From an optimization exercise on the open Yosys and OpenROAD flow, aimed at small area, a short achievable clock period and few clock cycles per item; shortcuts taken in it are not production practice.
Where RTL was checked, it was by simulation tests only, not by an equivalence proof against the original.

wip/ember:
==> flow/design.v (excerpt) <==
module AES(
    input clk,nrst,load,
    input [15:0] data_input,input_vector,key,
    input  [3:0] round_number,
    output [15:0] data_output,
    output finish
    );
    reg [15:0] s, k;
    reg [3:0]  r;
    reg        last, busy, fin;
    wire [3:0] t0, t1, t2, t3;
    NibbleSub ns0(.a(s[15:12]), .b(t0));
    NibbleSub ns1(.a(s[3:0]),   .b(t1));
    NibbleSub ns2(.a(s[7:4]),   .b(t2));
    NibbleSub ns3(.a(s[11:8]),  .b(t3));
    wire [3:0] sk;
    NibbleSub ns4(.a(k[3:0]), .b(sk));
    wire [15:0] p;
    key_generation kp(.k(k), .r(r), .p(p));
    wire [15:0] s_d, k_d;
    AES_datapath dp(.load(load), .busy(busy), .last(last), .s(s), .t({t0, t1, t2, t3}), .sk(sk), .p(p),
                    .data_input(data_input), .input_vector(input_vector), .key(key),
                    .s_d(s_d), .k_d(k_d));
    wire [3:0]  r_d = load ? 4'd1 : r + 4'd1;
    always @(posedge clk) begin
        s    <= s_d;
        k    <= k_d;
        r    <= r_d;
        last <= (r_d == round_number);
    end
  ...
clock: 5.0 ns
lec_check: 0
cap_margin: 20
core_margin: 2
core_utilization: 40
setup_slack_margin: 3.0
slew_margin: 20
synth_hierarchical: 1
synth_minimum_keep_size: 0
standard.sh (not shown) runs the stock make flow with config.mk's settings and CLKGATE_MAP_FILE= SYNTH_SCRIPT=/design/flow/synth_recipe.tcl, a recipe that flattens the netlist after the stock synthesis.
==> flow/flow/run.sh <==
#!/bin/bash
# The standard layout (the standard.sh, standard synthesis included), with the
# ports buffered by plain buffers instead of the delay buffers buffer_ports picks.
set -euo pipefail
export BUFFER_PORTS_ARGS="-buffer_cell sky130_fd_sc_hd__buf_1"
bash standard.sh > standard.log 2>&1
Testbench counts of wip/ember, summed over its fixed seeds: cycles 1,935, items 192.
For wip/fjord, these inputs were changed with respect to wip/ember:
-- flow/config.mk --
<<< wip/ember, line 11
export SETUP_SLACK_MARGIN = 3.0
>>> wip/fjord, line 11
export CTS_BUF_LIST = sky130_fd_sc_hd__clkbuf_4
export SETUP_SLACK_MARGIN = 2.8
[summary]
Count of clock-buffer cells in the layout | wip/fjord below wip/ember. Between wip/fjord and wip/ember, it is wip/fjord whose sequential share of layout area is higher, by 2.0 points. The run showing the greater register-to-register slack is wip/ember.
Inputs modified between wip/fjord and wip/onyx:
-- flow/config.mk --
<<< wip/fjord, line 10
export CORE_UTILIZATION = 40
export CTS_BUF_LIST = sky130_fd_sc_hd__clkbuf_4
>>> wip/onyx, line 10
export CORE_UTILIZATION = 75
==> summary.txt <==
- Post-layout instance area, wip/onyx vs wip/fjord: up slightly
- Standard cell core area sits lower in wip/onyx than in wip/fjord.
- Diff wip/fjord -> wip/onyx | global-route wire length before repair | up by a few percent
- wip/onyx against wip/fjord: worst endpoint data arrival time higher, maximum frequency lost 27 MHz.
Input changes introduced in wip/xenon (baseline for comparison: wip/onyx):
-- flow/config.mk --
<<< wip/onyx, line 10
export CORE_UTILIZATION = 75
export SETUP_SLACK_MARGIN = 2.8
>>> wip/xenon, line 10
export CORE_UTILIZATION = 40
export SETUP_SLACK_MARGIN = 2.85
==> comparison <==
wip/xenon finished every step from synthesis to the final layout, and the layout passed the timing, design-rule and antenna checks.
STATUS setup slack of the critical path after layout: wip/xenon wins against wip/onyx
Relative to wip/onyx, the total area of multi-input combinational cells measured on wip/xenon has increased by a few percent.
In wip/xenon, the normalized max-slew margin came out 1.5 points above the value in wip/onyx.
For wip/raven, these inputs were changed with respect to wip/xenon:
==> flow/flow/run.sh <==
#!/bin/bash
# The standard layout (the standard.sh, with the standard flow's synthesis script), except:
#  - ports are buffered by plain buffers instead of the delay buffers buffer_ports picks;
#  - ABC maps the logic with flow/abc.script instead of ORFS's abc_speed.script
#    (a copy of ORFS's scripts folder with only that file replaced).
set -euo pipefail
cp -r "$FLOW_HOME/scripts" scripts_abc
cp flow/abc.script scripts_abc/abc_speed.script
export SCRIPTS_DIR="$PWD/scripts_abc"
export BUFFER_PORTS_ARGS="-buffer_cell sky130_fd_sc_hd__buf_1"
bash standard.sh > standard.log 2>&1
==> flow/flow/abc.script (new file) <==
&get -n
&st
&dch
&nf
&st
&syn2
&if -g -K 6
&synch2
&nf
&st
&syn2
&if -g -K 6
&synch2
&nf
&st
&syn2
&if -g -K 6
&synch2
&nf
&st
&syn2
&if -g -K 6
&synch2
&nf
&st
&syn2
&if -g -K 6
&synch2
&nf
&put
topo
stime -c
dnsize -c
-- flow/config.mk --
<<< wip/xenon, line 11
export SETUP_SLACK_MARGIN = 2.85
>>> wip/raven, line 11
export SETUP_SLACK_MARGIN = 3.2
- wip/raven vs. wip/xenon: die outline height shows a reduction of about 3.4%, share of layout cells above drive strength 1 shows an increase of 27 points, clock latency reported for the late side of the worst-skew pair shows no meaningful change, first-iteration DRC count shows an increase of 65.
- Higher cell area after layout goes to wip/raven over wip/xenon.
- In summary, wip/xenon completed successfully, with a layout that passed the timing, design-rule and antenna checks.
- Per the final summary, wip/raven finished and its layout is clean on timing, DRC and antenna.
- [compare] base=wip/xenon new=wip/raven: total wire length after detailed routing moved up; placed wire-length estimate after detailed placement went down; core utilization moved up; count of cells resized by post-cts repair +142; count of vias placed by the detailed router +10%.
#### Input delta (wip/pepper over wip/raven)
-- flow/config.mk --
<<< wip/raven, line 11
export SETUP_SLACK_MARGIN = 3.2
>>> wip/pepper, line 11
export SETUP_SLACK_MARGIN = 2.8
On non-clock buffer count, the higher figure sits with wip/raven, not wip/pepper. Routed metal-1 wirelength: wip/pepper lower than wip/raven. Cmp wip/raven and wip/pepper / worst clock skew / higher: wip/pepper. Run comparison: wip/raven start point of the critical path s[5]; wip/pepper start point of the critical path k[0]. Compared with wip/raven, in wip/pepper multi-input gate share of the layout cell area rose by 1.5 points; fraction of the core area covered by cells at the end of the flow fell by 19 points; overall routed net length fell by about 20%.

========
Another version of the RTL of AES (not shown whole).
For scale: roughly 39 flip-flops, ~0.0030 mm² of cells after synthesis.
==> flow/design.v (excerpt) <==
module AES(
    input clk,nrst,load,
    input [15:0] data_input,input_vector,key,
    input  [3:0] round_number,
    output [15:0] data_output,
    output finish
    );
    reg [15:0] s, k;
    reg [3:0]  r;
    reg        last, busy, fin;
    wire [3:0] t0, t1, t2, t3;
    NibbleSub ns0(.a(s[15:12]), .b(t0));
    NibbleSub ns1(.a(s[3:0]),   .b(t1));
    NibbleSub ns2(.a(s[7:4]),   .b(t2));
    NibbleSub ns3(.a(s[11:8]),  .b(t3));
    function [3:0] x2(input [3:0] a);
        x2 = {a[2:0], 1'b0} ^ {2'b00, a[3], a[3]};
    endfunction
    wire [3:0] u01 = x2(t0 ^ t1) & {4{~last}};
    wire [3:0] u23 = x2(t2 ^ t3) & {4{~last}};
    wire [15:0] m = {t0 ^ u01, t1 ^ u01, t2 ^ u23, t3 ^ u23};
    wire [3:0] sk;
    NibbleSub ns4(.a(k[3:0]), .b(sk));
    wire [3:0] p4 = k[15:12] ^ r;
    wire [3:0] p5 = p4 ^ k[11:8];
    wire [3:0] p6 = p5 ^ k[7:4];
    wire [3:0] p7 = p6 ^ k[3:0];
    wire [15:0] kn = {p4 ^ sk, p5 ^ sk, p6 ^ sk, p7 ^ sk};
    wire [15:0] k_d = load ? key : kn;
    wire [15:0] s_d = (load ? (data_input ^ input_vector) : m) ^ k_d;
  ...
export LEC_CHECK = 0
export CAP_MARGIN = 20
export CORE_MARGIN = 2
export CORE_UTILIZATION = 40
export SLEW_MARGIN = 20
export SYNTH_HIERARCHICAL = 1
export SYNTH_MINIMUM_KEEP_SIZE = 0
create_clock -name core_clock -period 5.0 [get_ports {clk}]
==> flow/flow/run.sh <==
#!/bin/bash
# The standard layout (the standard.sh, standard synthesis included), with the
# ports buffered by plain buffers instead of the delay buffers buffer_ports picks.
set -euo pipefail
export BUFFER_PORTS_ARGS="-buffer_cell sky130_fd_sc_hd__buf_1"
bash standard.sh > standard.log 2>&1
Then changed:
SETUP_SLACK_MARGIN = 2.9   (was default)
Cell area increases by 24%; routed wire length increases by 16%; flip-flop and latch count does not change; count of clock-buffer cells in the layout increases by 1.
Then changed:
==> flow/run.sh (new file) <==
#!/bin/bash
# synth_recipe.tcl (not shown) runs the flow's synth.tcl, then flattens the netlist and writes it again
# the make line also repeats each setting of config.mk as NAME=value (left out here)
make -C /OpenROAD-flow-scripts/flow DESIGN_CONFIG=/design/flow/config.mk WORK_HOME=/design/flow/orfs CLKGATE_MAP_FILE= SYNTH_SCRIPT=/design/flow/synth_recipe.tcl finish
SETUP_SLACK_MARGIN = default   (was 2.9)
removed: flow/flow/run.sh
removed: flow/standard.sh
=> First-iteration DRC count went down by about 7%. Worst setup slack is worse by 0.29 ns. Flip-flop and latch count is unchanged. Clock-buffer cell count does not change. Fmax went down by about 11%. Die area stays the same. Non-clock buffer count went down by 67. Routed wire length went down by about 12%.
Then changed:
==> flow/flow/run.sh (new file) <==
#!/bin/bash
# The standard layout (the standard.sh, standard synthesis included), with the
# ports buffered by plain buffers instead of the delay buffers buffer_ports picks.
set -euo pipefail
export BUFFER_PORTS_ARGS="-buffer_cell sky130_fd_sc_hd__buf_1"
bash standard.sh > standard.log 2>&1
==> flow/standard.sh (new file) <==
#!/bin/bash
# synth_recipe.tcl (not shown) runs the flow's synth.tcl, then flattens the netlist and writes it again
# the make line also repeats each setting of config.mk as NAME=value (left out here)
make -C /OpenROAD-flow-scripts/flow DESIGN_CONFIG=/design/flow/config.mk WORK_HOME=/design/flow/orfs CLKGATE_MAP_FILE= SYNTH_SCRIPT=/design/flow/synth_recipe.tcl "${@:-finish}"
SETUP_SLACK_MARGIN = 2.6   (was default)
removed: flow/run.sh
The new run produced a clean layout.
Routed wire length increases by 2.0%.
Count of clock-buffer cells in the layout shrinks by 1.
Final cell count climbs by about 4%.
Flip-flop and latch count stays the same.
Worst hold slack is worse by 0.043 ns.
Via count climbs by about 0.8%.
Area after synthesis does not change.
Global-route usage drops by 0.19 points.
No run of this note included a check of the RTL's function; only the layout flow was run.

[what the ideal ports hide]
The results above use ideal ports. As a check the final layouts listed here were re-extracted and re-timed, cells and wires unchanged.
Step 1 (the two cells are an assumption about what drives the block):
set clk [get_ports {clk}]
set_driving_cell -lib_cell sky130_fd_sc_hd__clkbuf_16 $clk
set_driving_cell -lib_cell sky130_fd_sc_hd__buf_2 [delete_from_list [all_inputs] $clk]
Step 2 times the ports against the registers' clock, not the clock port: input delays grow and output delays shrink by t, the midpoint of the rising clock arrivals with the driver on.
Three values: no drivers, after step 1, after step 2; two values: the first two.
run	shift t [ns]	slack for setup (ns)	hold slack, ns	worst setup path at the end
wip/ember	0.303	3.023 / 3.023 / 2.811	0.491 / 0.497 / 0.514	input to register
wip/fjord	0.357	2.958 / 2.956 / 2.607	0.431 / 0.437 / 0.522	input to register
wip/onyx	0.318	2.841 / 2.841 / 2.556	0.461 / 0.461 / 0.529	input to register
wip/xenon	0.305	2.968 / 2.968 / 2.669	0.487 / 0.493 / 0.514	input to register
wip/raven	0.307	3.082 / 3.062 / 2.805	0.481 / 0.479 / 0.535	input to register
wip/pepper	0.322	2.844 / 2.844 / 2.551	0.471 / 0.469 / 0.537	input to register
the first run of note 2	0.323	2.332 / 2.332 / 2.222	0.468 / 0.462 / 0.508	input to register
the second run of note 2	0.319	2.687 / 2.687 / 2.677	0.472 / 0.465 / 0.509	input to register
the third run of note 2	0.310	2.392 / 2.392 / 2.259	0.509 / 0.509 / 0.509	input to register
the fourth run of note 2	0.326	2.665 / 2.665 / 2.471	0.466 / 0.460 / 0.508	input to register
After both steps setup and hold are still met in every run listed. The setup slack of wip/fjord, which loses most, moves by -0.002 ns with the drivers and by -0.351 ns with both steps.
